Context: an optimization exercise on an open-source flow, tuned for small area, a short achievable clock period and few clock cycles per item. The choices shown serve that exercise and are no tape-out recipe. Function was checked by simulation only, so behaviour that the tests miss may differ from the original. Power is estimated from default activity; no workload was simulated.

## design/flow/design.v

```verilog
`timescale 1ns / 100 ps
module BoothRadix4 #(parameter N = 18)
(
    output wire [2*N-1:0] product,
    output wire           done,
    input wire [N-1:0]    mplier,
    input wire [N-1:0]    mcand,
    input wire            n_reset,
    input wire            start,
    input wire            clk
);
assign done = start & n_reset;
wire [N+1:0] b = {mplier, 1'b0};    
wire [N:0] x = {mcand[N-1], mcand};   
wire [8:0] one, two, neg;
genvar gi;
generate for (gi = 0; gi < 9; gi = gi + 1) begin : enc
    assign one[gi] = b[2*gi+1] ^ b[2*gi];
    assign two[gi] = (b[2*gi+2] & ~b[2*gi+1] & ~b[2*gi]) | (~b[2*gi+2] & b[2*gi+1] & b[2*gi]);
    assign neg[gi] = b[2*gi+2];
end endgenerate
wire [18:0] pp0 = (({19{one[0]}} & x) | ({19{two[0]}} & {x[17:0], 1'b0})) ^ {19{neg[0]}};
wire [18:0] pp1 = (({19{one[1]}} & x) | ({19{two[1]}} & {x[17:0], 1'b0})) ^ {19{neg[1]}};
wire [18:0] pp2 = (({19{one[2]}} & x) | ({19{two[2]}} & {x[17:0], 1'b0})) ^ {19{neg[2]}};
wire [18:0] pp3 = (({19{one[3]}} & x) | ({19{two[3]}} & {x[17:0], 1'b0})) ^ {19{neg[3]}};
wire [18:0] pp4 = (({19{one[4]}} & x) | ({19{two[4]}} & {x[17:0], 1'b0})) ^ {19{neg[4]}};
wire [18:0] pp5 = (({19{one[5]}} & x) | ({19{two[5]}} & {x[17:0], 1'b0})) ^ {19{neg[5]}};
wire [18:0] pp6 = (({19{one[6]}} & x) | ({19{two[6]}} & {x[17:0], 1'b0})) ^ {19{neg[6]}};
wire [18:0] pp7 = (({19{one[7]}} & x) | ({19{two[7]}} & {x[17:0], 1'b0})) ^ {19{neg[7]}};
wire [18:0] pp8 = (({19{one[8]}} & x) | ({19{two[8]}} & {x[17:0], 1'b0})) ^ {19{neg[8]}};
wire h0_s = neg[1] ^ pp0[2];
wire h0_c = neg[1] & pp0[2];
wire h1_s = pp0[3] ^ pp1[1];
wire h1_c = pp0[3] & pp1[1];
wire f0_s = neg[2] ^ pp0[4] ^ pp1[2];
wire f0_c = (neg[2] & pp0[4]) | (neg[2] & pp1[2]) | (pp0[4] & pp1[2]);
wire h2_s = pp2[0] ^ h1_c;
wire h2_c = pp2[0] & h1_c;
wire f1_s = pp0[5] ^ pp1[3] ^ pp2[1];
wire f1_c = (pp0[5] & pp1[3]) | (pp0[5] & pp2[1]) | (pp1[3] & pp2[1]);
wire h3_s = f0_c ^ f1_s;
wire h3_c = f0_c & f1_s;
wire f2_s = neg[3] ^ pp0[6] ^ pp1[4];
wire f2_c = (neg[3] & pp0[6]) | (neg[3] & pp1[4]) | (pp0[6] & pp1[4]);
wire f3_s = pp2[2] ^ pp3[0] ^ f1_c;
wire f3_c = (pp2[2] & pp3[0]) | (pp2[2] & f1_c) | (pp3[0] & f1_c);
wire h4_s = f2_s ^ h3_c;
wire h4_c = f2_s & h3_c;
wire f4_s = pp0[7] ^ pp1[5] ^ pp2[3];
wire f4_c = (pp0[7] & pp1[5]) | (pp0[7] & pp2[3]) | (pp1[5] & pp2[3]);
wire f5_s = pp3[1] ^ f2_c ^ f4_s;
wire f5_c = (pp3[1] & f2_c) | (pp3[1] & f4_s) | (f2_c & f4_s);
wire h5_s = f3_c ^ f5_s;
wire h5_c = f3_c & f5_s;
wire f6_s = neg[4] ^ pp0[8] ^ pp1[6];
wire f6_c = (neg[4] & pp0[8]) | (neg[4] & pp1[6]) | (pp0[8] & pp1[6]);
wire f7_s = pp2[4] ^ pp3[2] ^ pp4[0];
wire f7_c = (pp2[4] & pp3[2]) | (pp2[4] & pp4[0]) | (pp3[2] & pp4[0]);
wire f8_s = f4_c ^ f6_s ^ f7_s;
wire f8_c = (f4_c & f6_s) | (f4_c & f7_s) | (f6_s & f7_s);
wire h6_s = f5_c ^ f8_s;
wire h6_c = f5_c & f8_s;
wire f9_s = pp0[9] ^ pp1[7] ^ pp2[5];
wire f9_c = (pp0[9] & pp1[7]) | (pp0[9] & pp2[5]) | (pp1[7] & pp2[5]);
wire f10_s = pp3[3] ^ pp4[1] ^ f6_c;
wire f10_c = (pp3[3] & pp4[1]) | (pp3[3] & f6_c) | (pp4[1] & f6_c);
wire f11_s = f7_c ^ f9_s ^ f10_s;
wire f11_c = (f7_c & f9_s) | (f7_c & f10_s) | (f9_s & f10_s);
wire h7_s = f8_c ^ f11_s;
wire h7_c = f8_c & f11_s;
wire f12_s = neg[5] ^ pp0[10] ^ pp1[8];
wire f12_c = (neg[5] & pp0[10]) | (neg[5] & pp1[8]) | (pp0[10] & pp1[8]);
wire f13_s = pp2[6] ^ pp3[4] ^ pp4[2];
wire f13_c = (pp2[6] & pp3[4]) | (pp2[6] & pp4[2]) | (pp3[4] & pp4[2]);
wire f14_s = pp5[0] ^ f9_c ^ f12_s;
wire f14_c = (pp5[0] & f9_c) | (pp5[0] & f12_s) | (f9_c & f12_s);
wire f15_s = f13_s ^ f10_c ^ f14_s;
wire f15_c = (f13_s & f10_c) | (f13_s & f14_s) | (f10_c & f14_s);
wire h8_s = f11_c ^ f15_s;
wire h8_c = f11_c & f15_s;
wire f16_s = pp0[11] ^ pp1[9] ^ pp2[7];
wire f16_c = (pp0[11] & pp1[9]) | (pp0[11] & pp2[7]) | (pp1[9] & pp2[7]);
wire f17_s = pp3[5] ^ pp4[3] ^ pp5[1];
wire f17_c = (pp3[5] & pp4[3]) | (pp3[5] & pp5[1]) | (pp4[3] & pp5[1]);
wire f18_s = f12_c ^ f13_c ^ f16_s;
wire f18_c = (f12_c & f13_c) | (f12_c & f16_s) | (f13_c & f16_s);
wire f19_s = f17_s ^ f14_c ^ f18_s;
wire f19_c = (f17_s & f14_c) | (f17_s & f18_s) | (f14_c & f18_s);
wire h9_s = f15_c ^ f19_s;
wire h9_c = f15_c & f19_s;
wire f20_s = neg[6] ^ pp0[12] ^ pp1[10];
wire f20_c = (neg[6] & pp0[12]) | (neg[6] & pp1[10]) | (pp0[12] & pp1[10]);
wire f21_s = pp2[8] ^ pp3[6] ^ pp4[4];
wire f21_c = (pp2[8] & pp3[6]) | (pp2[8] & pp4[4]) | (pp3[6] & pp4[4]);
wire f22_s = pp5[2] ^ pp6[0] ^ f16_c;
wire f22_c = (pp5[2] & pp6[0]) | (pp5[2] & f16_c) | (pp6[0] & f16_c);
wire f23_s = f17_c ^ f20_s ^ f21_s;
wire f23_c = (f17_c & f20_s) | (f17_c & f21_s) | (f20_s & f21_s);
wire f24_s = f22_s ^ f18_c ^ f23_s;
wire f24_c = (f22_s & f18_c) | (f22_s & f23_s) | (f18_c & f23_s);
wire f25_s = pp0[13] ^ pp1[11] ^ pp2[9];
wire f25_c = (pp0[13] & pp1[11]) | (pp0[13] & pp2[9]) | (pp1[11] & pp2[9]);
wire f26_s = pp3[7] ^ pp4[5] ^ pp5[3];
wire f26_c = (pp3[7] & pp4[5]) | (pp3[7] & pp5[3]) | (pp4[5] & pp5[3]);
wire f27_s = pp6[1] ^ f20_c ^ f21_c;
wire f27_c = (pp6[1] & f20_c) | (pp6[1] & f21_c) | (f20_c & f21_c);
wire f28_s = f25_s ^ f26_s ^ f22_c;
wire f28_c = (f25_s & f26_s) | (f25_s & f22_c) | (f26_s & f22_c);
wire h10_s = f23_c ^ f27_s;
wire h10_c = f23_c & f27_s;
wire f29_s = neg[7] ^ pp0[14] ^ pp1[12];
wire f29_c = (neg[7] & pp0[14]) | (neg[7] & pp1[12]) | (pp0[14] & pp1[12]);
wire f30_s = pp2[10] ^ pp3[8] ^ pp4[6];
wire f30_c = (pp2[10] & pp3[8]) | (pp2[10] & pp4[6]) | (pp3[8] & pp4[6]);
wire f31_s = pp5[4] ^ pp6[2] ^ pp7[0];
wire f31_c = (pp5[4] & pp6[2]) | (pp5[4] & pp7[0]) | (pp6[2] & pp7[0]);
wire f32_s = f25_c ^ f26_c ^ f29_s;
wire f32_c = (f25_c & f26_c) | (f25_c & f29_s) | (f26_c & f29_s);
wire f33_s = f30_s ^ f31_s ^ f27_c;
wire f33_c = (f30_s & f31_s) | (f30_s & f27_c) | (f31_s & f27_c);
wire h11_s = f32_s ^ f28_c;
wire h11_c = f32_s & f28_c;
wire f34_s = pp0[15] ^ pp1[13] ^ pp2[11];
wire f34_c = (pp0[15] & pp1[13]) | (pp0[15] & pp2[11]) | (pp1[13] & pp2[11]);
wire f35_s = pp3[9] ^ pp4[7] ^ pp5[5];
wire f35_c = (pp3[9] & pp4[7]) | (pp3[9] & pp5[5]) | (pp4[7] & pp5[5]);
wire f36_s = pp6[3] ^ pp7[1] ^ f29_c;
wire f36_c = (pp6[3] & pp7[1]) | (pp6[3] & f29_c) | (pp7[1] & f29_c);
wire f37_s = f30_c ^ f31_c ^ f34_s;
wire f37_c = (f30_c & f31_c) | (f30_c & f34_s) | (f31_c & f34_s);
wire f38_s = f35_s ^ f36_s ^ f32_c;
wire f38_c = (f35_s & f36_s) | (f35_s & f32_c) | (f36_s & f32_c);
wire h12_s = f37_s ^ f33_c;
wire h12_c = f37_s & f33_c;
wire f39_s = neg[8] ^ pp0[16] ^ pp1[14];
wire f39_c = (neg[8] & pp0[16]) | (neg[8] & pp1[14]) | (pp0[16] & pp1[14]);
wire f40_s = pp2[12] ^ pp3[10] ^ pp4[8];
wire f40_c = (pp2[12] & pp3[10]) | (pp2[12] & pp4[8]) | (pp3[10] & pp4[8]);
wire f41_s = pp5[6] ^ pp6[4] ^ pp7[2];
wire f41_c = (pp5[6] & pp6[4]) | (pp5[6] & pp7[2]) | (pp6[4] & pp7[2]);
wire f42_s = pp8[0] ^ f34_c ^ f35_c;
wire f42_c = (pp8[0] & f34_c) | (pp8[0] & f35_c) | (f34_c & f35_c);
wire f43_s = f39_s ^ f40_s ^ f41_s;
wire f43_c = (f39_s & f40_s) | (f39_s & f41_s) | (f40_s & f41_s);
wire f44_s = f36_c ^ f37_c ^ f42_s;
wire f44_c = (f36_c & f37_c) | (f36_c & f42_s) | (f37_c & f42_s);
wire h13_s = f43_s ^ f38_c;
wire h13_c = f43_s & f38_c;
wire f45_s = pp0[17] ^ pp1[15] ^ pp2[13];
wire f45_c = (pp0[17] & pp1[15]) | (pp0[17] & pp2[13]) | (pp1[15] & pp2[13]);
wire f46_s = pp3[11] ^ pp4[9] ^ pp5[7];
wire f46_c = (pp3[11] & pp4[9]) | (pp3[11] & pp5[7]) | (pp4[9] & pp5[7]);
wire f47_s = pp6[5] ^ pp7[3] ^ pp8[1];
wire f47_c = (pp6[5] & pp7[3]) | (pp6[5] & pp8[1]) | (pp7[3] & pp8[1]);
wire f48_s = f39_c ^ f40_c ^ f41_c;
wire f48_c = (f39_c & f40_c) | (f39_c & f41_c) | (f40_c & f41_c);
wire f49_s = f45_s ^ f46_s ^ f47_s;
wire f49_c = (f45_s & f46_s) | (f45_s & f47_s) | (f46_s & f47_s);
wire f50_s = f42_c ^ f43_c ^ f48_s;
wire f50_c = (f42_c & f43_c) | (f42_c & f48_s) | (f43_c & f48_s);
wire h14_s = f49_s ^ f44_c;
wire h14_c = f49_s & f44_c;
wire f51_s = pp0[18] ^ pp1[16] ^ pp2[14];
wire f51_c = (pp0[18] & pp1[16]) | (pp0[18] & pp2[14]) | (pp1[16] & pp2[14]);
wire f52_s = pp3[12] ^ pp4[10] ^ pp5[8];
wire f52_c = (pp3[12] & pp4[10]) | (pp3[12] & pp5[8]) | (pp4[10] & pp5[8]);
wire f53_s = pp6[6] ^ pp7[4] ^ pp8[2];
wire f53_c = (pp6[6] & pp7[4]) | (pp6[6] & pp8[2]) | (pp7[4] & pp8[2]);
wire f54_s = f45_c ^ f46_c ^ f47_c;
wire f54_c = (f45_c & f46_c) | (f45_c & f47_c) | (f46_c & f47_c);
wire f55_s = f51_s ^ f52_s ^ f53_s;
wire f55_c = (f51_s & f52_s) | (f51_s & f53_s) | (f52_s & f53_s);
wire f56_s = f48_c ^ f49_c ^ f54_s;
wire f56_c = (f48_c & f49_c) | (f48_c & f54_s) | (f49_c & f54_s);
wire h15_s = f55_s ^ f50_c;
wire h15_c = f55_s & f50_c;
wire f57_s = pp0[18] ^ pp1[17] ^ pp2[15];
wire f57_c = (pp0[18] & pp1[17]) | (pp0[18] & pp2[15]) | (pp1[17] & pp2[15]);
wire f58_s = pp3[13] ^ pp4[11] ^ pp5[9];
wire f58_c = (pp3[13] & pp4[11]) | (pp3[13] & pp5[9]) | (pp4[11] & pp5[9]);
wire f59_s = pp6[7] ^ pp7[5] ^ pp8[3];
wire f59_c = (pp6[7] & pp7[5]) | (pp6[7] & pp8[3]) | (pp7[5] & pp8[3]);
wire f60_s = f51_c ^ f52_c ^ f53_c;
wire f60_c = (f51_c & f52_c) | (f51_c & f53_c) | (f52_c & f53_c);
wire f61_s = f57_s ^ f58_s ^ f59_s;
wire f61_c = (f57_s & f58_s) | (f57_s & f59_s) | (f58_s & f59_s);
wire f62_s = f54_c ^ f55_c ^ f60_s;
wire f62_c = (f54_c & f55_c) | (f54_c & f60_s) | (f55_c & f60_s);
wire h16_s = f61_s ^ f56_c;
wire h16_c = f61_s & f56_c;
wire f63_s = pp2[16] ^ pp3[14] ^ pp4[12];
wire f63_c = (pp2[16] & pp3[14]) | (pp2[16] & pp4[12]) | (pp3[14] & pp4[12]);
wire f64_s = pp5[10] ^ pp6[8] ^ pp7[6];
wire f64_c = (pp5[10] & pp6[8]) | (pp5[10] & pp7[6]) | (pp6[8] & pp7[6]);
wire f65_s = pp8[4] ^ ~pp0[18] ^ ~pp1[18];
wire f65_c = (pp8[4] & ~pp0[18]) | (pp8[4] & ~pp1[18]) | (~pp0[18] & ~pp1[18]);
wire f66_s = f57_c ^ f58_c ^ f59_c;
wire f66_c = (f57_c & f58_c) | (f57_c & f59_c) | (f58_c & f59_c);
wire f67_s = f63_s ^ f64_s ^ f65_s;
wire f67_c = (f63_s & f64_s) | (f63_s & f65_s) | (f64_s & f65_s);
wire f68_s = f60_c ^ f61_c ^ f66_s;
wire f68_c = (f60_c & f61_c) | (f60_c & f66_s) | (f61_c & f66_s);
wire h17_s = f67_s ^ f62_c;
wire h17_c = f67_s & f62_c;
wire f69_s = 1'b1 ^ pp2[17] ^ pp3[15];
wire f69_c = (1'b1 & pp2[17]) | (1'b1 & pp3[15]) | (pp2[17] & pp3[15]);
wire f70_s = pp4[13] ^ pp5[11] ^ pp6[9];
wire f70_c = (pp4[13] & pp5[11]) | (pp4[13] & pp6[9]) | (pp5[11] & pp6[9]);
wire f71_s = pp7[7] ^ pp8[5] ^ f63_c;
wire f71_c = (pp7[7] & pp8[5]) | (pp7[7] & f63_c) | (pp8[5] & f63_c);
wire f72_s = f64_c ^ f65_c ^ f69_s;
wire f72_c = (f64_c & f65_c) | (f64_c & f69_s) | (f65_c & f69_s);
wire f73_s = f70_s ^ f71_s ^ f66_c;
wire f73_c = (f70_s & f71_s) | (f70_s & f66_c) | (f71_s & f66_c);
wire f74_s = f67_c ^ f72_s ^ f73_s;
wire f74_c = (f67_c & f72_s) | (f67_c & f73_s) | (f72_s & f73_s);
wire f75_s = pp3[16] ^ pp4[14] ^ pp5[12];
wire f75_c = (pp3[16] & pp4[14]) | (pp3[16] & pp5[12]) | (pp4[14] & pp5[12]);
wire f76_s = pp6[10] ^ pp7[8] ^ pp8[6];
wire f76_c = (pp6[10] & pp7[8]) | (pp6[10] & pp8[6]) | (pp7[8] & pp8[6]);
wire f77_s = ~pp2[18] ^ f69_c ^ f70_c;
wire f77_c = (~pp2[18] & f69_c) | (~pp2[18] & f70_c) | (f69_c & f70_c);
wire f78_s = f75_s ^ f76_s ^ f71_c;
wire f78_c = (f75_s & f76_s) | (f75_s & f71_c) | (f76_s & f71_c);
wire f79_s = f72_c ^ f77_s ^ f78_s;
wire f79_c = (f72_c & f77_s) | (f72_c & f78_s) | (f77_s & f78_s);
wire f80_s = 1'b1 ^ pp3[17] ^ pp4[15];
wire f80_c = (1'b1 & pp3[17]) | (1'b1 & pp4[15]) | (pp3[17] & pp4[15]);
wire f81_s = pp5[13] ^ pp6[11] ^ pp7[9];
wire f81_c = (pp5[13] & pp6[11]) | (pp5[13] & pp7[9]) | (pp6[11] & pp7[9]);
wire f82_s = pp8[7] ^ f75_c ^ f76_c;
wire f82_c = (pp8[7] & f75_c) | (pp8[7] & f76_c) | (f75_c & f76_c);
wire f83_s = f80_s ^ f81_s ^ f77_c;
wire f83_c = (f80_s & f81_s) | (f80_s & f77_c) | (f81_s & f77_c);
wire h18_s = f82_s ^ f78_c;
wire h18_c = f82_s & f78_c;
wire f84_s = pp4[16] ^ pp5[14] ^ pp6[12];
wire f84_c = (pp4[16] & pp5[14]) | (pp4[16] & pp6[12]) | (pp5[14] & pp6[12]);
wire f85_s = pp7[10] ^ pp8[8] ^ ~pp3[18];
wire f85_c = (pp7[10] & pp8[8]) | (pp7[10] & ~pp3[18]) | (pp8[8] & ~pp3[18]);
wire f86_s = f80_c ^ f81_c ^ f84_s;
wire f86_c = (f80_c & f81_c) | (f80_c & f84_s) | (f81_c & f84_s);
wire f87_s = f85_s ^ f82_c ^ f86_s;
wire f87_c = (f85_s & f82_c) | (f85_s & f86_s) | (f82_c & f86_s);
wire f88_s = 1'b1 ^ pp4[17] ^ pp5[15];
wire f88_c = (1'b1 & pp4[17]) | (1'b1 & pp5[15]) | (pp4[17] & pp5[15]);
wire f89_s = pp6[13] ^ pp7[11] ^ pp8[9];
wire f89_c = (pp6[13] & pp7[11]) | (pp6[13] & pp8[9]) | (pp7[11] & pp8[9]);
wire f90_s = f84_c ^ f85_c ^ f88_s;
wire f90_c = (f84_c & f85_c) | (f84_c & f88_s) | (f85_c & f88_s);
wire h19_s = f89_s ^ f86_c;
wire h19_c = f89_s & f86_c;
wire f91_s = pp5[16] ^ pp6[14] ^ pp7[12];
wire f91_c = (pp5[16] & pp6[14]) | (pp5[16] & pp7[12]) | (pp6[14] & pp7[12]);
wire f92_s = pp8[10] ^ ~pp4[18] ^ f88_c;
wire f92_c = (pp8[10] & ~pp4[18]) | (pp8[10] & f88_c) | (~pp4[18] & f88_c);
wire f93_s = f89_c ^ f91_s ^ f92_s;
wire f93_c = (f89_c & f91_s) | (f89_c & f92_s) | (f91_s & f92_s);
wire f94_s = 1'b1 ^ pp5[17] ^ pp6[15];
wire f94_c = (1'b1 & pp5[17]) | (1'b1 & pp6[15]) | (pp5[17] & pp6[15]);
wire f95_s = pp7[13] ^ pp8[11] ^ f91_c;
wire f95_c = (pp7[13] & pp8[11]) | (pp7[13] & f91_c) | (pp8[11] & f91_c);
wire f96_s = f94_s ^ f92_c ^ f95_s;
wire f96_c = (f94_s & f92_c) | (f94_s & f95_s) | (f92_c & f95_s);
wire f97_s = pp6[16] ^ pp7[14] ^ pp8[12];
wire f97_c = (pp6[16] & pp7[14]) | (pp6[16] & pp8[12]) | (pp7[14] & pp8[12]);
wire f98_s = ~pp5[18] ^ f94_c ^ f97_s;
wire f98_c = (~pp5[18] & f94_c) | (~pp5[18] & f97_s) | (f94_c & f97_s);
wire h20_s = f95_c ^ f98_s;
wire h20_c = f95_c & f98_s;
wire f99_s = 1'b1 ^ pp6[17] ^ pp7[15];
wire f99_c = (1'b1 & pp6[17]) | (1'b1 & pp7[15]) | (pp6[17] & pp7[15]);
wire f100_s = pp8[13] ^ f97_c ^ f99_s;
wire f100_c = (pp8[13] & f97_c) | (pp8[13] & f99_s) | (f97_c & f99_s);
wire h21_s = f98_c ^ f100_s;
wire h21_c = f98_c & f100_s;
wire f101_s = pp7[16] ^ pp8[14] ^ ~pp6[18];
wire f101_c = (pp7[16] & pp8[14]) | (pp7[16] & ~pp6[18]) | (pp8[14] & ~pp6[18]);
wire f102_s = f99_c ^ f101_s ^ f100_c;
wire f102_c = (f99_c & f101_s) | (f99_c & f100_c) | (f101_s & f100_c);
wire f103_s = 1'b1 ^ pp7[17] ^ pp8[15];
wire f103_c = (1'b1 & pp7[17]) | (1'b1 & pp8[15]) | (pp7[17] & pp8[15]);
wire h22_s = f101_c ^ f103_s;
wire h22_c = f101_c & f103_s;
wire f104_s = pp8[16] ^ ~pp7[18] ^ f103_c;
wire f104_c = (pp8[16] & ~pp7[18]) | (pp8[16] & f103_c) | (~pp7[18] & f103_c);
wire f105_s = 1'b1 ^ pp8[17] ^ f104_c;
wire f105_c = (1'b1 & pp8[17]) | (1'b1 & f104_c) | (pp8[17] & f104_c);
reg r0_0;
reg r0_1;
reg r1_0;
reg r2_0;
reg r2_1;
reg r3_0;
reg r3_1;
reg r4_0;
reg r4_1;
reg r5_0;
reg r5_1;
reg r6_0;
reg r6_1;
reg r7_0;
reg r7_1;
reg r8_0;
reg r8_1;
reg r9_0;
reg r9_1;
reg r10_0;
reg r10_1;
reg r11_0;
reg r11_1;
reg r12_0;
reg r12_1;
reg r12_2;
reg r13_0;
reg r13_1;
reg r13_2;
reg r14_0;
reg r14_1;
reg r14_2;
reg r15_0;
reg r15_1;
reg r15_2;
reg r16_0;
reg r16_1;
reg r16_2;
reg r17_0;
reg r17_1;
reg r17_2;
reg r18_0;
reg r18_1;
reg r18_2;
reg r19_0;
reg r19_1;
reg r19_2;
reg r20_0;
reg r20_1;
reg r20_2;
reg r21_0;
reg r21_1;
reg r21_2;
reg r22_0;
reg r22_1;
reg r22_2;
reg r23_0;
reg r23_1;
reg r23_2;
reg r24_0;
reg r24_1;
reg r24_2;
reg r25_0;
reg r25_1;
reg r25_2;
reg r26_0;
reg r26_1;
reg r26_2;
reg r27_0;
reg r27_1;
reg r28_0;
reg r28_1;
reg r29_0;
reg r29_1;
reg r30_0;
reg r30_1;
reg r31_0;
reg r31_1;
reg r32_0;
reg r32_1;
reg r33_0;
reg r34_0;
reg r34_1;
always @(posedge clk) begin
    if (done) begin
        r0_0 <= neg[0];
        r0_1 <= pp0[0];
        r1_0 <= pp0[1];
        r2_0 <= pp1[0];
        r2_1 <= h0_s;
        r3_0 <= h0_c;
        r3_1 <= h1_s;
        r4_0 <= f0_s;
        r4_1 <= h2_s;
        r5_0 <= h2_c;
        r5_1 <= h3_s;
        r6_0 <= f3_s;
        r6_1 <= h4_s;
        r7_0 <= h4_c;
        r7_1 <= h5_s;
        r8_0 <= h5_c;
        r8_1 <= h6_s;
        r9_0 <= h6_c;
        r9_1 <= h7_s;
        r10_0 <= h7_c;
        r10_1 <= h8_s;
        r11_0 <= h8_c;
        r11_1 <= h9_s;
        r12_0 <= f19_c;
        r12_1 <= f24_s;
        r12_2 <= h9_c;
        r13_0 <= f28_s;
        r13_1 <= h10_s;
        r13_2 <= f24_c;
        r14_0 <= h10_c;
        r14_1 <= f33_s;
        r14_2 <= h11_s;
        r15_0 <= f38_s;
        r15_1 <= h11_c;
        r15_2 <= h12_s;
        r16_0 <= f44_s;
        r16_1 <= h12_c;
        r16_2 <= h13_s;
        r17_0 <= f50_s;
        r17_1 <= h13_c;
        r17_2 <= h14_s;
        r18_0 <= f56_s;
        r18_1 <= h14_c;
        r18_2 <= h15_s;
        r19_0 <= f62_s;
        r19_1 <= h15_c;
        r19_2 <= h16_s;
        r20_0 <= f68_s;
        r20_1 <= h16_c;
        r20_2 <= h17_s;
        r21_0 <= f68_c;
        r21_1 <= h17_c;
        r21_2 <= f74_s;
        r22_0 <= f73_c;
        r22_1 <= f79_s;
        r22_2 <= f74_c;
        r23_0 <= f83_s;
        r23_1 <= h18_s;
        r23_2 <= f79_c;
        r24_0 <= f83_c;
        r24_1 <= f87_s;
        r24_2 <= h18_c;
        r25_0 <= f90_s;
        r25_1 <= h19_s;
        r25_2 <= f87_c;
        r26_0 <= f90_c;
        r26_1 <= h19_c;
        r26_2 <= f93_s;
        r27_0 <= f93_c;
        r27_1 <= f96_s;
        r28_0 <= f96_c;
        r28_1 <= h20_s;
        r29_0 <= h20_c;
        r29_1 <= h21_s;
        r30_0 <= h21_c;
        r30_1 <= f102_s;
        r31_0 <= h22_s;
        r31_1 <= f102_c;
        r32_0 <= h22_c;
        r32_1 <= f104_s;
        r33_0 <= f105_s;
        r34_0 <= ~pp8[18];
        r34_1 <= f105_c;
    end
end
wire oh23_s = r12_0 ^ r12_1;
wire oh23_c = r12_0 & r12_1;
wire of106_s = r13_0 ^ r13_1 ^ r13_2;
wire of106_c = (r13_0 & r13_1) | (r13_0 & r13_2) | (r13_1 & r13_2);
wire of107_s = r14_0 ^ r14_1 ^ r14_2;
wire of107_c = (r14_0 & r14_1) | (r14_0 & r14_2) | (r14_1 & r14_2);
wire of108_s = r15_0 ^ r15_1 ^ r15_2;
wire of108_c = (r15_0 & r15_1) | (r15_0 & r15_2) | (r15_1 & r15_2);
wire of109_s = r16_0 ^ r16_1 ^ r16_2;
wire of109_c = (r16_0 & r16_1) | (r16_0 & r16_2) | (r16_1 & r16_2);
wire of110_s = r17_0 ^ r17_1 ^ r17_2;
wire of110_c = (r17_0 & r17_1) | (r17_0 & r17_2) | (r17_1 & r17_2);
wire of111_s = r18_0 ^ r18_1 ^ r18_2;
wire of111_c = (r18_0 & r18_1) | (r18_0 & r18_2) | (r18_1 & r18_2);
wire of112_s = r19_0 ^ r19_1 ^ r19_2;
wire of112_c = (r19_0 & r19_1) | (r19_0 & r19_2) | (r19_1 & r19_2);
wire of113_s = r20_0 ^ r20_1 ^ r20_2;
wire of113_c = (r20_0 & r20_1) | (r20_0 & r20_2) | (r20_1 & r20_2);
wire of114_s = r21_0 ^ r21_1 ^ r21_2;
wire of114_c = (r21_0 & r21_1) | (r21_0 & r21_2) | (r21_1 & r21_2);
wire of115_s = r22_0 ^ r22_1 ^ r22_2;
wire of115_c = (r22_0 & r22_1) | (r22_0 & r22_2) | (r22_1 & r22_2);
wire of116_s = r23_0 ^ r23_1 ^ r23_2;
wire of116_c = (r23_0 & r23_1) | (r23_0 & r23_2) | (r23_1 & r23_2);
wire of117_s = r24_0 ^ r24_1 ^ r24_2;
wire of117_c = (r24_0 & r24_1) | (r24_0 & r24_2) | (r24_1 & r24_2);
wire of118_s = r25_0 ^ r25_1 ^ r25_2;
wire of118_c = (r25_0 & r25_1) | (r25_0 & r25_2) | (r25_1 & r25_2);
wire of119_s = r26_0 ^ r26_1 ^ r26_2;
wire of119_c = (r26_0 & r26_1) | (r26_0 & r26_2) | (r26_1 & r26_2);
wire oh24_s = r27_0 ^ r27_1;
wire oh24_c = r27_0 & r27_1;
wire oh25_s = r28_0 ^ r28_1;
wire oh25_c = r28_0 & r28_1;
wire oh26_s = r29_0 ^ r29_1;
wire oh26_c = r29_0 & r29_1;
wire oh27_s = r30_0 ^ r30_1;
wire oh27_c = r30_0 & r30_1;
wire oh28_s = r31_0 ^ r31_1;
wire oh28_c = r31_0 & r31_1;
wire oh29_s = r32_0 ^ r32_1;
wire oh29_c = r32_0 & r32_1;
wire [35:0] sum_a = {1'b1, r34_0, r33_0, oh28_c, oh27_c, oh26_c, oh25_c, oh24_c, oh24_s, of118_c, of117_c, of116_c, of115_c, of114_c, of113_c, of112_c, of111_c, of110_c, of109_c, of108_c, of107_c, of106_c, oh23_c, r12_2, r11_0, r10_0, r9_0, r8_0, r7_0, r6_0, r5_0, r4_0, r3_0, r2_0, r1_0, r0_0};
wire [35:0] sum_b = {1'b0, r34_1, oh29_c, oh29_s, oh28_s, oh27_s, oh26_s, oh25_s, of119_c, of119_s, of118_s, of117_s, of116_s, of115_s, of114_s, of113_s, of112_s, of111_s, of110_s, of109_s, of108_s, of107_s, of106_s, oh23_s, r11_1, r10_1, r9_1, r8_1, r7_1, r6_1, r5_1, r4_1, r3_1, r2_1, 1'b0, r0_1};
wire [35:0] g0 = sum_a & sum_b;
wire [35:0] p0 = sum_a ^ sum_b;
wire gg0 = g0[1] | (p0[1] & g0[0]);
wire pp_0 = p0[1] & p0[0];
wire gg1 = g0[3] | (p0[3] & g0[2]);
wire pp_1 = p0[3] & p0[2];
wire gg2 = g0[5] | (p0[5] & g0[4]);
wire pp_2 = p0[5] & p0[4];
wire gg3 = g0[7] | (p0[7] & g0[6]);
wire pp_3 = p0[7] & p0[6];
wire gg4 = g0[9] | (p0[9] & g0[8]);
wire pp_4 = p0[9] & p0[8];
wire gg5 = g0[11] | (p0[11] & g0[10]);
wire pp_5 = p0[11] & p0[10];
wire gg6 = g0[13] | (p0[13] & g0[12]);
wire pp_6 = p0[13] & p0[12];
wire gg7 = g0[15] | (p0[15] & g0[14]);
wire pp_7 = p0[15] & p0[14];
wire gg8 = g0[17] | (p0[17] & g0[16]);
wire pp_8 = p0[17] & p0[16];
wire gg9 = g0[19] | (p0[19] & g0[18]);
wire pp_9 = p0[19] & p0[18];
wire gg10 = g0[21] | (p0[21] & g0[20]);
wire pp_10 = p0[21] & p0[20];
wire gg11 = g0[23] | (p0[23] & g0[22]);
wire pp_11 = p0[23] & p0[22];
wire gg12 = g0[25] | (p0[25] & g0[24]);
wire pp_12 = p0[25] & p0[24];
wire gg13 = g0[27] | (p0[27] & g0[26]);
wire pp_13 = p0[27] & p0[26];
wire gg14 = g0[29] | (p0[29] & g0[28]);
wire pp_14 = p0[29] & p0[28];
wire gg15 = g0[31] | (p0[31] & g0[30]);
wire pp_15 = p0[31] & p0[30];
wire gg16 = g0[33] | (p0[33] & g0[32]);
wire pp_16 = p0[33] & p0[32];
wire gg17 = g0[35] | (p0[35] & g0[34]);
wire pp_17 = p0[35] & p0[34];
wire gq18 = g0[2] | (p0[2] & g0[1]);
wire gg18 = gq18 | (p0[2] & p0[1] & g0[0]);
wire gg19 = gg1 | (pp_1 & gg0);
wire pp_19 = pp_1 & pp_0;
wire gg20 = g0[6] | (p0[6] & gg2);
wire pp_20 = p0[6] & pp_2;
wire gg21 = gg3 | (pp_3 & gg2);
wire pp_21 = pp_3 & pp_2;
wire gg22 = g0[10] | (p0[10] & gg4);
wire pp_22 = p0[10] & pp_4;
wire gg23 = gg5 | (pp_5 & gg4);
wire pp_23 = pp_5 & pp_4;
wire gg24 = g0[14] | (p0[14] & gg6);
wire pp_24 = p0[14] & pp_6;
wire gg25 = gg7 | (pp_7 & gg6);
wire pp_25 = pp_7 & pp_6;
wire gg26 = g0[18] | (p0[18] & gg8);
wire pp_26 = p0[18] & pp_8;
wire gg27 = gg9 | (pp_9 & gg8);
wire pp_27 = pp_9 & pp_8;
wire gg28 = g0[22] | (p0[22] & gg10);
wire pp_28 = p0[22] & pp_10;
wire gg29 = gg11 | (pp_11 & gg10);
wire pp_29 = pp_11 & pp_10;
wire gg30 = g0[26] | (p0[26] & gg12);
wire pp_30 = p0[26] & pp_12;
wire gg31 = gg13 | (pp_13 & gg12);
wire pp_31 = pp_13 & pp_12;
wire gg32 = g0[30] | (p0[30] & gg14);
wire pp_32 = p0[30] & pp_14;
wire gg33 = gg15 | (pp_15 & gg14);
wire pp_33 = pp_15 & pp_14;
wire gg34 = g0[34] | (p0[34] & gg16);
wire pp_34 = p0[34] & pp_16;
wire gg35 = gg17 | (pp_17 & gg16);
wire pp_35 = pp_17 & pp_16;
wire gq36 = g0[4] | (p0[4] & g0[3]);
wire gg36 = gq36 | (p0[4] & p0[3] & gg18);
wire gg37 = gg2 | (pp_2 & gg19);
wire pp_37 = pp_2 & pp_19;
wire gg38 = gg20 | (pp_20 & gg19);
wire pp_38 = pp_20 & pp_19;
wire gg39 = gg21 | (pp_21 & gg19);
wire pp_39 = pp_21 & pp_19;
wire gg40 = g0[12] | (p0[12] & gg23);
wire pp_40 = p0[12] & pp_23;
wire gg41 = gg6 | (pp_6 & gg23);
wire pp_41 = pp_6 & pp_23;
wire gg42 = gg24 | (pp_24 & gg23);
wire pp_42 = pp_24 & pp_23;
wire gg43 = gg25 | (pp_25 & gg23);
wire pp_43 = pp_25 & pp_23;
wire gg44 = g0[20] | (p0[20] & gg27);
wire pp_44 = p0[20] & pp_27;
wire gg45 = gg10 | (pp_10 & gg27);
wire pp_45 = pp_10 & pp_27;
wire gg46 = gg28 | (pp_28 & gg27);
wire pp_46 = pp_28 & pp_27;
wire gg47 = gg29 | (pp_29 & gg27);
wire pp_47 = pp_29 & pp_27;
wire gg48 = g0[28] | (p0[28] & gg31);
wire pp_48 = p0[28] & pp_31;
wire gg49 = gg14 | (pp_14 & gg31);
wire pp_49 = pp_14 & pp_31;
wire gg50 = gg32 | (pp_32 & gg31);
wire pp_50 = pp_32 & pp_31;
wire gg51 = gg33 | (pp_33 & gg31);
wire pp_51 = pp_33 & pp_31;
wire gq52 = g0[8] | (p0[8] & g0[7]);
wire gg52 = gq52 | (p0[8] & p0[7] & gg38);
wire gg53 = gg4 | (pp_4 & gg39);
wire pp_53 = pp_4 & pp_39;
wire gg54 = gg22 | (pp_22 & gg39);
wire pp_54 = pp_22 & pp_39;
wire gg55 = gg23 | (pp_23 & gg39);
wire pp_55 = pp_23 & pp_39;
wire gg56 = gg40 | (pp_40 & gg39);
wire pp_56 = pp_40 & pp_39;
wire gg57 = gg41 | (pp_41 & gg39);
wire pp_57 = pp_41 & pp_39;
wire gg58 = gg42 | (pp_42 & gg39);
wire pp_58 = pp_42 & pp_39;
wire gg59 = gg43 | (pp_43 & gg39);
wire pp_59 = pp_43 & pp_39;
wire gg60 = g0[24] | (p0[24] & gg47);
wire pp_60 = p0[24] & pp_47;
wire gg61 = gg12 | (pp_12 & gg47);
wire pp_61 = pp_12 & pp_47;
wire gg62 = gg30 | (pp_30 & gg47);
wire pp_62 = pp_30 & pp_47;
wire gg63 = gg31 | (pp_31 & gg47);
wire pp_63 = pp_31 & pp_47;
wire gg64 = gg48 | (pp_48 & gg47);
wire pp_64 = pp_48 & pp_47;
wire gg65 = gg49 | (pp_49 & gg47);
wire pp_65 = pp_49 & pp_47;
wire gg66 = gg50 | (pp_50 & gg47);
wire pp_66 = pp_50 & pp_47;
wire gg67 = gg51 | (pp_51 & gg47);
wire pp_67 = pp_51 & pp_47;
wire gq68 = g0[16] | (p0[16] & g0[15]);
wire gg68 = gq68 | (p0[16] & p0[15] & gg58);
wire gg69 = gg8 | (pp_8 & gg59);
wire pp_69 = pp_8 & pp_59;
wire gg70 = gg26 | (pp_26 & gg59);
wire pp_70 = pp_26 & pp_59;
wire gg71 = gg27 | (pp_27 & gg59);
wire pp_71 = pp_27 & pp_59;
wire gg72 = gg44 | (pp_44 & gg59);
wire pp_72 = pp_44 & pp_59;
wire gg73 = gg45 | (pp_45 & gg59);
wire pp_73 = pp_45 & pp_59;
wire gg74 = gg46 | (pp_46 & gg59);
wire pp_74 = pp_46 & pp_59;
wire gg75 = gg47 | (pp_47 & gg59);
wire pp_75 = pp_47 & pp_59;
wire gg76 = gg60 | (pp_60 & gg59);
wire pp_76 = pp_60 & pp_59;
wire gg77 = gg61 | (pp_61 & gg59);
wire pp_77 = pp_61 & pp_59;
wire gg78 = gg62 | (pp_62 & gg59);
wire pp_78 = pp_62 & pp_59;
wire gg79 = gg63 | (pp_63 & gg59);
wire pp_79 = pp_63 & pp_59;
wire gg80 = gg64 | (pp_64 & gg59);
wire pp_80 = pp_64 & pp_59;
wire gg81 = gg65 | (pp_65 & gg59);
wire pp_81 = pp_65 & pp_59;
wire gg82 = gg66 | (pp_66 & gg59);
wire pp_82 = pp_66 & pp_59;
wire gg83 = gg67 | (pp_67 & gg59);
wire pp_83 = pp_67 & pp_59;
wire gq84 = g0[32] | (p0[32] & g0[31]);
wire gg84 = gq84 | (p0[32] & p0[31] & gg82);
wire gg85 = gg16 | (pp_16 & gg83);
wire pp_85 = pp_16 & pp_83;
wire gg86 = gg34 | (pp_34 & gg83);
wire pp_86 = pp_34 & pp_83;
wire gg87 = gg35 | (pp_35 & gg83);
wire pp_87 = pp_35 & pp_83;
wire [35:0] cpre = {gg87, gg86, gg85, gg84, gg83, gg82, gg81, gg80, gg79, gg78, gg77, gg76, gg75, gg74, gg73, gg72, gg71, gg70, gg69, gg68, gg59, gg58, gg57, gg56, gg55, gg54, gg53, gg52, gg39, gg38, gg37, gg36, gg19, gg18, gg0, g0[0]};
assign product = p0 ^ {cpre[34:0], 1'b0};
endmodule
```

## design/flow/flow/run.sh

```bash
#!/bin/bash
# Own layout flow: the ORFS flow through standard.sh, with these changes:
#  - synthesis: standard synthesis (synth_recipe.tcl unchanged);
#  - port buffers are plain sky130 buffers (buf_2) instead of the cell
#    buffer_ports picks by itself;
#  - extra ORFS make settings for the layout steps: MATCH_CELL_FOOTPRINT=0
# The full make output goes to standard.log in the work folder; ORFS's per-step
# logs stay under orfs/logs/.
set -euo pipefail
SYNTH=""

export BUFFER_PORTS_ARGS="-buffer_cell sky130_fd_sc_hd__buf_2"
if ! bash standard.sh $SYNTH MATCH_CELL_FOOTPRINT=0 finish > standard.log 2>&1; then
  tail -40 standard.log
  exit 1
fi
tail -5 standard.log
```

## design/flow/standard.sh

```bash
#!/bin/bash
# synth_recipe.tcl (not shown) runs the flow's synth.tcl, then flattens the netlist and writes it again
# the make line also repeats each setting of config.mk as NAME=value (left out here)
make -C /OpenROAD-flow-scripts/flow DESIGN_CONFIG=/design/flow/config.mk WORK_HOME=/design/flow/orfs CLKGATE_MAP_FILE= SYNTH_SCRIPT=/design/flow/synth_recipe.tcl "${@:-finish}"
```

## design/flow/config.mk

```make
export PLATFORM = sky130hd
export DESIGN_NAME = BoothRadix4
export DESIGN_NICKNAME = BoothRadix4
export VERILOG_FILES = /design/flow/design.v
export SDC_FILE = /design/flow/constraint.sdc
export NUM_CORES = 4
export LEC_CHECK = 0
export ABC_AREA = 1
export CAP_MARGIN = 20
export CORE_MARGIN = 2
export CORE_UTILIZATION = 40
export PLACE_DENSITY = 0.6
export SETUP_SLACK_MARGIN = 0.04
export SLEW_MARGIN = 20
```

## design/flow/constraint.sdc

```tcl
create_clock -name core_clock -period 3.5 [get_ports {clk}]
set_input_delay 0.7000 -clock core_clock [delete_from_list [all_inputs] [get_ports {clk}]]
set_output_delay 0.7000 -clock core_clock [all_outputs]
set_load 0.01 [all_outputs]
```

==> impl_metrics.tcl, run 1 <==
set metrics [dict create \
    status "complete, no violations" \
    antenna_found_initial 0 \
    critical_path_arrival_ns 2.75 \
    ys_ff_latch 83 \
    syn_inst 1122 \
    setup_ws_ns 0.0461 \
    die_height_um 167 \
    path_class "flop to output pin" \
    dieWidth_um 167 \
    grt_pass1_wl_um 46500 \
    hold_viol 0 \
    pre_cts_ws_ns -0.239 \
    cts_root_buf "clkbuf_16" \
    cts_tree "yes" \
    nets 1510 \
    slew_headroom 0.537 \
    clk_pin_slew_ns 0.07 \
    numClockSinks 83 \
    crit_path_start "r15_2" \
    wl_per_cell_um 17.8 \
    drc 0 \
    drv_slew 0 \
    gp_congestion 0.916 \
    power_density_mw_per_mm2 857 \
    seq_area_frac_synth 0.235 \
    crit_path_max_incr_delay_ns 0.60 \
    track_usage 0.211 \
    ant_nets 0 \
    rows 59 \
    grt_remaining_overflow 0 \
    power_leakage_nw 6.06 \
    syn-num-nets 1346 \
    clockBufferDepth 2 \
    worst_path_max_delay_cell "fa_1" \
    vias 8412 \
    path_cells "fa_1, ha_4, a21oi_1, nand2_2, a21oi_4, nand2_8, buf_12, nand3_4, nand2_2, xor2_1, buf_2" \
    ctsHoldBuffers 0 \
    maxCapViolCount 0 \
    drt-total-wl_um 28900 \
    hp-start "mplier[1]" \
    tightestPinTransition_ns 0.687 \
    drt_iter0_drc 459 \
    end_kind "output pin" \
    cts_buffers 9 \
    synth_cell_type_count 36 \
    ir_drop_mv 0.611 \
    grt_setup_unrepaired "yes" \
    required_ns 2.80 \
    ioPinCount 76 \
    hold-path-cell-count 1 \
    yosysWarnings 1 \
    viasPerCell 5.17 \
    fmax_mhz 290 \
    dp_hpwl_um 22400 \
    design_area_mm2 0.0132 \
    fin_crit_sh 0.987 \
    crit_path_start_kind "flop" \
    num_antenna_cells 0 \
    critPathMaxFanout 7 \
    core_mm2 0.0261 \
    drive_gt1_frac 0.272 \
    dpl-instance-area_mm2 0.0123 \
    hold_end "r0_0" \
    first_pass_iters 5 \
    grt_pass1_vias 8738 \
    die-area_mm2 0.0279 \
    synth_area_per_cell_um2 9.46 \
    finalSetupViolCount 0 \
    area_growth_pct 23.9 \
    stdcell_count 1626 \
    start_util 0.407 \
    crit_top_cell "nand2_2" \
    netlist_area_mm2 0.0106 \
    htree_levels 3 \
    grt_max_degree 55 \
    placed_cells 1598 \
    period_needed_ns 3.45 \
    portBuffers 75 \
    hp-class "primary input to flop" \
]
## routing by layer
metal / part of all wire / vias up / wire length, um / GRT usage
li1: - / 4017 / - / -
met1: 0.45 / 4084 / 13100 / 0.286
met2: 0.47 / 277 / 13600 / 0.344
met3: 0.061 / 34 / 1770 / 0.0452
met4: 0.017 / 0 / 499 / 0.0555
met5: 0 / - / 0 / 0
## final cells by class
cell class | instances | area (um2)
Inverter | 201 | 783
Sequential cell | 83 | 2490
Fill cell | 2392 | 12900
Timing Repair Buffer | 208 | 1560
Clock buffer | 9 | 225
Tap cell | 335 | 419
Clock inverter | 7 | 98.8
Multi-Input combinational cell | 783 | 7580
## repair_timing
item	in CTS	in global routing
cloned	1	0
endpoints found under the setup margin	17	21
setup buffers	7	4
pin swaps	10	24
gates resized for setup	25	49
## kinds of logic after synthesis
group / share of synthesized area
DFF: 0.235
buffers and inverters: 0.100
adders and majority gates: 0.298
xor gates and xnor gates: 0.153
AOI/OAI and AO/OA: 0.124
and+or+nand+nor: 0.0894
## where the power goes
part / internal (W) / switching [W]
registers: 0.00166 / 0.000120
clock network: 0.000630 / 0.000426
logic: 0.00365 / 0.00479
total: 0.00593 / 0.00534
## stage by stage
stage	hold WS, ns	setup TNS (ns)	total power [W]	util
6_report	0.601	0	0.0113	0.505
5_1_grt	0.613	-0.652	0.0124	0.505
2_1_floorplan	0.799	0	0.00665	-
4_1_cts	0.599	0	0.0106	0.495
3_3_place_gp	0.968	-1.81	0.00853	0.473
3_5_place_dp	0.978	-2.74	0.00875	0.473
## layout by cell type (no fill, tap or decap), types with 10 or more instances in the layout
| cell | instances |
|---|---|
| nor2_4 | 10 |
| a21oi_1 | 23 |
| buf_12 | 14 |
| edfxtp_1 | 83 |
| o22ai_1 | 151 |
| ha_4 | 13 |
| inv_1 | 167 |
| fa_1 | 111 |
| nand3_1 | 16 |
| ha_1 | 59 |
| buf_4 | 118 |
| nor2_1 | 21 |
| clkinv_1 | 17 |
| nand2_2 | 36 |
| nand2_1 | 88 |
| buf_2 | 72 |
| xor2_1 | 182 |
| nand2_4 | 16 |
## worst max-delay path by stage
stage,to,slack (ns)
6_report,product[29],0.05
5_1_grt,product[29],-0.08
4_1_cts,product[29],0.04
3_5_place_dp,r21_2,-0.24
3_3_place_gp,r16_2,-0.20
2_1_floorplan,r21_2,0.03
## synthesized netlist by cell type (all sizes together)
master,count,area (um2)
o21ai,12,90.1
o22ai,152,951
o21bai,2,15.0
a211oi,6,45.0
xor2,182,1590
fa,113,2260
a31oi,1,6.26
a21o,1,7.51
inv,184,693
buf,35,229
nand2,141,619
nor3,2,20.0
xnor2,4,35.0
a21oi,31,170
nor2,34,145
or2,1,6.26
nand3,23,150
clkbuf,21,78.8
a31o,1,8.76
clkinv,17,63.8
edfxtp,83,2490
ha,72,901
a21boi,3,22.5
nor3b,1,7.51
## critical path: cells and delay by family, from the launching register on
kind                     cells  cell delay, ns
adder cells (fa/ha/maj)      2            0.83
flip-flops                   1            0.40
AO/OA/AOI/OAI                2            0.35
AND/OR/NAND/NOR              4            0.33
buffers and inverters        2            0.33
XOR/XNOR                     1            0.14
Testbench counts, summed over its fixed seeds: cycles 2,408, items 2,400.
==> inputs of run 2 (changes only) <==
==> design/flow/flow/run.sh (replaced) <==
#!/bin/bash
# Own layout flow: the ORFS flow through standard.sh, with these changes:
#  - synthesis: synth_recipe.tcl and ORFS's synth.tcl, except that
#    (a) Yosys's synth runs with -noabc (as well as -nofsm -noshare), so its
#        quick ABC pass does not remap the adder logic before extract_fa, and
#    (b) the final ABC mapping runs flow/abc_own.script (plain technology
#        mapping, no ABC buffering or gate sizing; OpenROAD's resizer sizes and
#        buffers the netlist instead).
#    Registers, flattening and renaming are as in the standard synthesis;
#  - port buffers are plain sky130 buffers (buf_2) instead of the cell
#    buffer_ports picks by itself;
#  - flow/dt.tcl (before global routing) keeps the drivers of the register
#    enable net from being downsized by power recovery;
#  - extra ORFS make settings for the layout steps: MATCH_CELL_FOOTPRINT=0 RECOVER_POWER=100
# The full make output goes to standard.log in the work folder; ORFS's per-step
# logs (synthesis included) stay under orfs/logs/.
set -euo pipefail
sed "s#log_cmd abc {\*}\$abc_args#log_cmd abc {*}[lreplace \$abc_args 1 1 $PWD/flow/abc_own.script]#" "$FLOW_HOME/scripts/synth.tcl" > own_synth_core.tcl
grep -q abc_own.script own_synth_core.tcl
sed -e "s#source \$::env(SCRIPTS_DIR)/synth.tcl#source $PWD/own_synth_core.tcl#" -e "1s/-nofsm -noshare /-nofsm -noshare -noabc /" synth_recipe.tcl > own_synth.tcl
grep -q own_synth_core.tcl own_synth.tcl
grep -q -- "-noabc" own_synth.tcl
export BUFFER_PORTS_ARGS="-buffer_cell sky130_fd_sc_hd__buf_2"
if ! bash standard.sh SYNTH_SCRIPT=$PWD/own_synth.tcl PRE_GLOBAL_ROUTE_TCL=$PWD/flow/dt.tcl MATCH_CELL_FOOTPRINT=0 RECOVER_POWER=100 finish > standard.log 2>&1; then
  tail -40 standard.log
  exit 1
fi
tail -5 standard.log
==> design/flow/flow/abc_own.script (new file) <==
strash
dch
map -B 0.9
topo
==> design/flow/flow/dt.tcl (new file) <==
# Keep the drivers of the register enable net as repaired so far: power
# recovery must not downsize them (their fanout is every register).
set dt_cells {}
foreach pin [get_pins -hierarchical */DE] {
  set net [get_nets -of_objects $pin]
  foreach drv [get_pins -of_objects $net -filter "direction == output"] {
    lappend dt_cells [get_full_name [get_cells -of_objects $drv]]
  }
}
set dt_cells [lsort -unique $dt_cells]
puts "dont_touch on enable drivers: $dt_cells"
foreach c $dt_cells { set_dont_touch [get_cells $c] }
==> run 2 against run 1 <==
Still clean on timing, DRC and antenna. Core utilization increased by 2.0 points. First-iteration DRC count grew 27%. Via count is 2.9% lower. Clock power is essentially flat. Die area fell by 7.6%. Final cell count shrank 6.6%. Final area fell by 3.6%. Setup slack improved by 0.019 ns. Fmax up 0.56%. Power decreased by 4.3%. Clock-buffer cell count unchanged. Critical path type is now primary input to flop. Critical endpoint is now r19_2. Highest routed layer unchanged.
==> impl_metrics.tcl, run 2 <==
set metrics [dict create \
    nets 1414 \
    hp-class "primary input to flop" \
    yosysTopAreaCellShare 0.255 \
    num_antenna_cells 0 \
    syn_inst 976 \
    ioPinCount 76 \
    portBuffers 75 \
    synth_area_leaders "edfxtp_1 (25%), fa_1 (23%), xor2_1 (17%)" \
    dp_hpwl_um 21600 \
    grt_pass1_vias 8316 \
    cts_buffers 9 \
    die_height_um 160 \
    fmax_mhz 291 \
    crit_top_cell "fa_1" \
    vias 8168 \
    worst_path_max_delay_cell "fa_1" \
    syn-num-nets 1200 \
    maxCapViolCount 0 \
    synth_common_cells "xor2_1 (189), o22ai_1 (152), nand2_1 (129)" \
    seq_area_frac_synth 0.255 \
    wl_per_cell_um 18.6 \
    placed_cells 1491 \
    antenna_found_initial 0 \
    cts_tree "yes" \
    core_mm2 0.0242 \
    cts_root_buf "clkbuf_16" \
    grt_pass1_wl_um 44100 \
    drt_iter0_drc 582 \
    period_needed_ns 3.43 \
    yosysTopAreaCell "edfxtp_1" \
    clockBufferDepth 2 \
    hold_viol 0 \
    critical_path_arrival_ns 3.53 \
    finalSetupViolCount 0 \
    synth-async-reset-ratio 0 \
    drc 0 \
    required_ns 3.60 \
    die-area_mm2 0.0257 \
    synth_area_per_cell_um2 10.0 \
    nFillCells 2188 \
    slew_headroom 0.521 \
    drive_gt1_frac 0.255 \
    yosysWarnings 1 \
    synth_edf_count 83 \
    end_kind "flop" \
    power_w 0.0108 \
    grt_remaining_overflow 0 \
    start_util 0.405 \
    clk_pin_slew_ns 0.07 \
    drv_slew 0 \
    crit_path_start_kind "primary input" \
    ys.flop_type "edfxtp_1" \
    track_usage 0.220 \
    ctsHoldBuffers 0 \
    rows 57 \
    tightestPinTransition_ns 0.718 \
    final_common_cell "xor2_1" \
    ir_drop_mv 0.706 \
    most-common-layout-cells "xor2_1 (184), o22ai_1 (145), fa_1 (107)" \
    power_leakage_nw 5.14 \
    path_cells "buf_4, clkinvlp_4, nor2_4, o21ai_4, o22ai_1, xor2_1, buf_4, fa_1, fa_1, fa_1, ha_1" \
    viasPerCell 5.38 \
    pre_cts_ws_ns -0.347 \
    drt-total-wl_um 28200 \
    gp_congestion 0.904 \
    stdcell_count 1519 \
    first_pass_iters 7 \
    grt_setup_unrepaired "yes" \
    synth_cell_type_count 20 \
    final_core_util 0.525 \
    netlist_area_mm2 0.00979 \
    area_growth_pct 29.6 \
    status "complete, no violations" \
    ant_nets 0 \
    ys_ff_latch 83 \
    crit_path_max_incr_delay_ns 0.43 \
    power_density_mw_per_mm2 850 \
    yosysMostFrequentCell "xor2_1" \
    grt_max_degree 59 \
    setup_ws_ns 0.0653 \
    numClockSinks 83 \
    htree_levels 3 \
    path_class "primary input to flop" \
    fin_crit_sh 0.981 \
    dieWidth_um 160 \
    critPathMaxFanout 6 \
]
run 2: changes by cell type in the layout (fill, tap and decap cells not counted), moves of 9 or more:
cell and delta:
buf_4 -16, nand2_1 +10, buf_2 -20, nand2_2 -12, o21ai_0 +11, clkbuf_1 +25
clkinv_1 +76, nand2_4 -9, inv_1 -167
run 2: metal layers:
metal  GRT usage  wire (um)  up-vias
met2       0.360      13100      306
met4      0.0713        814        0
li1            -          -     3825
met3      0.0416       1840       61
met1       0.296      12500     3976
met5           0          0        -
run 2: final timing paths:
path,startpoint,slack (ns),endpoint,cells after the start
setup / recovery,mplier[5],0.07,r19_2,11
hold / removal,mplier[16],0.83,r34_0,4
run 2: repair_timing:
item | CTS | global route
gates cloned | 0 | 2
gates resized for setup | 25 | 78
pin swaps | 4 | 20
setup endpoints to repair | 20 | 37
buffers inserted | 1 | 9
run 2: critical path, delay by kind of cell:
family | cells | cell delay (ns)
adder cells (fa/ha/maj) | 4 | 1.53
AO/OA/AOI/OAI | 2 | 0.31
AND/OR/NAND/NOR | 1 | 0.21
XOR/XNOR | 1 | 0.26
buffers and inverters | 3 | 0.52
run 2: cell type report:
type | count | area, um2 | share of cell area
flip-flops and latches | 83 | 2490 | 0.196
well taps | 324 | 405 | 0.0320
clock buffers | 9 | 225 | 0.0178
inverters | 111 | 444 | 0.0350
repair buffers | 202 | 1530 | 0.120
multi-input cells | 783 | 7490 | 0.591
clock inverters | 7 | 97.6 | 0.00769
run 2: per-stage QoR:
step / instance area, um2 / TNS [ns] / hold WS, ns
after CTS: 12400 / 0 / 0.834
after global routing: 12700 / -0.439 / 0.862
after detailed placement: 11900 / -6.52 / 1.18
after global placement: 11900 / -5.19 / 1.21
after floorplan: 10000 / 0 / 0.799
final: 12700 / 0 / 0.828
run 2: power by group:
part           switching, W  internal, W
clock              0.000413     0.000629
sequential         0.000130      0.00168
combinational       0.00445      0.00347
total               0.00500      0.00579
run 2: logic make-up after synthesis:
| family | synth area share |
|---|---|
| simple gates | 0.0778 |
| flops | 0.255 |
| xor+xnor | 0.173 |
| compound gates | 0.128 |
| buf+inv | 0.0433 |
| fa+ha+maj | 0.323 |
==> inputs of run 3 (changes only) <==
--- a/design/flow/flow/run.sh
+++ b/design/flow/flow/run.sh
@@ -13,3 +13,3 @@
 #    enable net from being downsized by power recovery;
-#  - extra ORFS make settings for the layout steps: MATCH_CELL_FOOTPRINT=0 RECOVER_POWER=100
+#  - extra ORFS make settings for the layout steps: MATCH_CELL_FOOTPRINT=0 RECOVER_POWER=50 GPL_TIMING_DRIVEN=0
 # The full make output goes to standard.log in the work folder; ORFS's per-step
@@ -23,3 +23,3 @@
 export BUFFER_PORTS_ARGS="-buffer_cell sky130_fd_sc_hd__buf_2"
-if ! bash standard.sh SYNTH_SCRIPT=$PWD/own_synth.tcl PRE_GLOBAL_ROUTE_TCL=$PWD/flow/dt.tcl MATCH_CELL_FOOTPRINT=0 RECOVER_POWER=100 finish > standard.log 2>&1; then
+if ! bash standard.sh SYNTH_SCRIPT=$PWD/own_synth.tcl PRE_GLOBAL_ROUTE_TCL=$PWD/flow/dt.tcl MATCH_CELL_FOOTPRINT=0 RECOVER_POWER=50 GPL_TIMING_DRIVEN=0 finish > standard.log 2>&1; then
   tail -40 standard.log
==> run 3 against run 2 <==
The layout now fails its checks (setup timing). Final cell count fell by 3.4%. Hold slack worse by 0.094 ns. Synthesized cell count unchanged. Power up 0.56%.
==> impl_metrics.tcl, run 3 <==
set metrics [dict create \
    cts_root_buf "clkbuf_16" \
    num_antenna_cells 0 \
    fin_crit_sh 1.02 \
    grt_pass1_wl_um 43400 \
    critical_path_arrival_ns 3.66 \
    yosysWarnings 1 \
    hp-class "primary input to flop" \
    synth_common_cells "xor2_1 (189), o22ai_1 (152), nand2_1 (129)" \
    power_density_mw_per_mm2 856 \
    yosysTopAreaCell "edfxtp_1" \
    track_usage 0.215 \
    ys.flop_type "edfxtp_1" \
    path_class "primary input to flop" \
    start_util 0.405 \
    area_growth_pct 29.4 \
    setup_ws_ns -0.0580 \
    hold_end "r2_1" \
    highest_layer "met4" \
    netlist_area_mm2 0.00979 \
    grt_max_degree 57 \
    grt_remaining_overflow 0 \
    dr_wl_met3_um 2370 \
    syn-num-nets 1200 \
    drc 0 \
    clk_pin_slew_ns 0.07 \
    nets 1364 \
    gp_congestion 0.840 \
    wl_per_cell_um 19.4 \
    drt_iter0_drc 550 \
    ys_ff_latch 83 \
    clockBufferDepth 2 \
    wl_met1_um 11800 \
    most-common-layout-cells "xor2_1 (181), o22ai_1 (135), nand2_1 (103)" \
    portBuffers 75 \
    die_height_um 160 \
    fmax_mhz 281 \
    dp_hpwl_um 18300 \
    hp-start "mplier[3]" \
    end_kind "flop" \
    tightestPinTransition_ns 0.850 \
    seq_area_frac_synth 0.255 \
    first_pass_iters 5 \
    drive_gt1_frac 0.277 \
    finalSetupViolCount 1 \
    met2_length_um 13500 \
    synth_edf_count 83 \
    synth_cell_type_count 20 \
    htree_levels 3 \
    synth_area_leaders "edfxtp_1 (25%), fa_1 (23%), xor2_1 (17%)" \
    ant_nets 0 \
    syn_inst 976 \
    dpl-instance-area_mm2 0.0108 \
    hold_viol 0 \
    rows 57 \
    grt_setup_unrepaired "yes" \
    drv_slew 0 \
    setup-tns-final_ns -0.0580 \
    die-area_mm2 0.0257 \
    required_ns 3.60 \
    hold-path-cell-count 2 \
    viasPerCell 5.58 \
    maxCapViolCount 0 \
    numClockSinks 83 \
    whs_ns 0.734 \
    synth_area_per_cell_um2 10.0 \
    yosysTopAreaCellShare 0.255 \
    antenna_found_initial 0 \
    crit_path_start_kind "primary input" \
    period_needed_ns 3.56 \
    cts_tree "yes" \
    ioPinCount 76 \
    core_mm2 0.0242 \
    status "failed layout checks" \
    ctsHoldBuffers 0 \
    final_common_cell "xor2_1" \
    design_area_mm2 0.0127 \
    yosysMostFrequentCell "xor2_1" \
    final_core_util 0.524 \
    synth-async-reset-ratio 0 \
    critPathMaxFanout 11 \
    grt_pass1_vias 7924 \
    cts_buffers 9 \
    so.violations "setup timing" \
    power_leakage_nw 5.03 \
    dieWidth_um 160 \
    ir_drop_mv 0.489 \
    drt-total-wl_um 28500 \
    vias 8194 \
    slew_headroom 0.433 \
]
## run 3: changes by cell type in the layout (fill, tap and decap cells not counted), moves of 12 or more
| cell | change |
|---|---|
| buf_2 | +12 |
| clkinv_1 | -22 |
| clkinvlp_4 | +21 |
| buf_4 | -41 |
| clkbuf_1 | -20 |
## run 3: logic make-up after synthesis
group / count (synthesis) / share of synthesized area
compound gates: 209 / 0.128
xor+xnor: 193 / 0.173
fa+ha+maj: 185 / 0.323
buf+inv: 112 / 0.0433
flops: 83 / 0.255
simple gates: 194 / 0.0778
## run 3: final cells by class
type | instances | area, um2
Inverter | 111 | 572
Tap cell | 324 | 405
Sequential cell | 83 | 2490
Timing Repair Buffer | 149 | 1230
Multi-Input combinational cell | 785 | 7700
Fill cell | 2158 | 11500
Buffer | 1 | 7.51
Clock inverter | 5 | 31.3
Clock buffer | 10 | 229
## run 3: worst max-delay path by stage
stage,start,to,slack (ns)
2_1_floorplan,mplier[5],r22_1,0.02
3_3_place_gp,n_reset,done,-1.13
3_5_place_dp,mplier[9],r21_2,-1.05
4_1_cts,mcand[15],r21_2,0.02
5_1_grt,mplier[3],r11_1,-0.15
6_report,mplier[3],r11_1,-0.06
## run 3: per-layer routing
layer  vias to the layer above  GRT usage
li1                       3738          -
met1                      3998      0.287
met2                       386      0.351
met3                        72     0.0473
met4                         0     0.0672
met5                         -          0
## run 3: power breakdown
part	switching (W)	leakage [nW]	total [W]	internal, W
clock	0.000399	0.128	0.000873	0.000474
sequential	0.000124	0.767	0.00181	0.00168
combinational	0.00464	4.13	0.00816	0.00353
## run 3: repair_timing
item,4_1_cts,5_1_grt
setup endpoints to repair,80,42
pin swaps,13,47
setup buffers,45,24
gates cloned,1,7
resized for setup,100,115
## run 3: stage by stage
stage | setup slack (ns) | total power, W | cells
final | -0.0580 | 0.0108 | 1468
after global routing | -0.150 | 0.0120 | 1468
after CTS | 0.0237 | 0.0101 | 1437
after detailed placement | -1.05 | 0.00850 | 1376
after global placement | -1.13 | 0.00838 | 1375
after floorplan | 0.0154 | 0.00638 | 976
## run 3: critical path, cell delays in order
cell	delay, ns
buf_16	0.14
clkinvlp_2	0.26
nor2_4	0.24
o21ai_2	0.14
o22ai_1	0.18
xor2_1	0.23
fa_1	0.50
fa_1	0.57
fa_1	0.42
ha_1	0.27

separate check: timing with driven ports:
How much do the figures lean on ideal ports? The routed layouts below were timed once more, with nothing changed but the port constraints.
Step 1 assumes that a clkbuf_16 drives the clock port and a buf_2 every other input.
Step 2 moves the port delays by t, midway between the first and last clock arrival at a register: inputs arrive t later, outputs are due t later. That takes back most of the time a late clock gives input paths.
Three values: no drivers, after step 1, after step 2; two values: the first two.
| run | shift t [ns] | setup slack, ns | hold slack, ns | slew at the worst register clock pin (ns) | pins driven straight from the clock port |
|---|---|---|---|---|---|
| run 1 | 0.401 | 0.046 / 0.000 / -0.248 | 0.601 / 0.575 / 0.976 | 0.07 / 0.07 | 1 |
| run 2 | 0.392 | 0.065 / 0.065 / -0.324 | 0.828 / 0.803 / 1.195 | 0.07 / 0.07 | 1 |
| run 3 | 0.397 | -0.058 / -0.157 / -0.554 | 0.734 / 0.742 / 1.139 | 0.07 / 0.07 | 1 |
With both steps, setup timing fails in run 1 and run 2, where it was met with ideal ports. For run 3, which loses most, drivers alone change the setup slack by -0.099 ns; drivers and shift together by -0.496 ns.
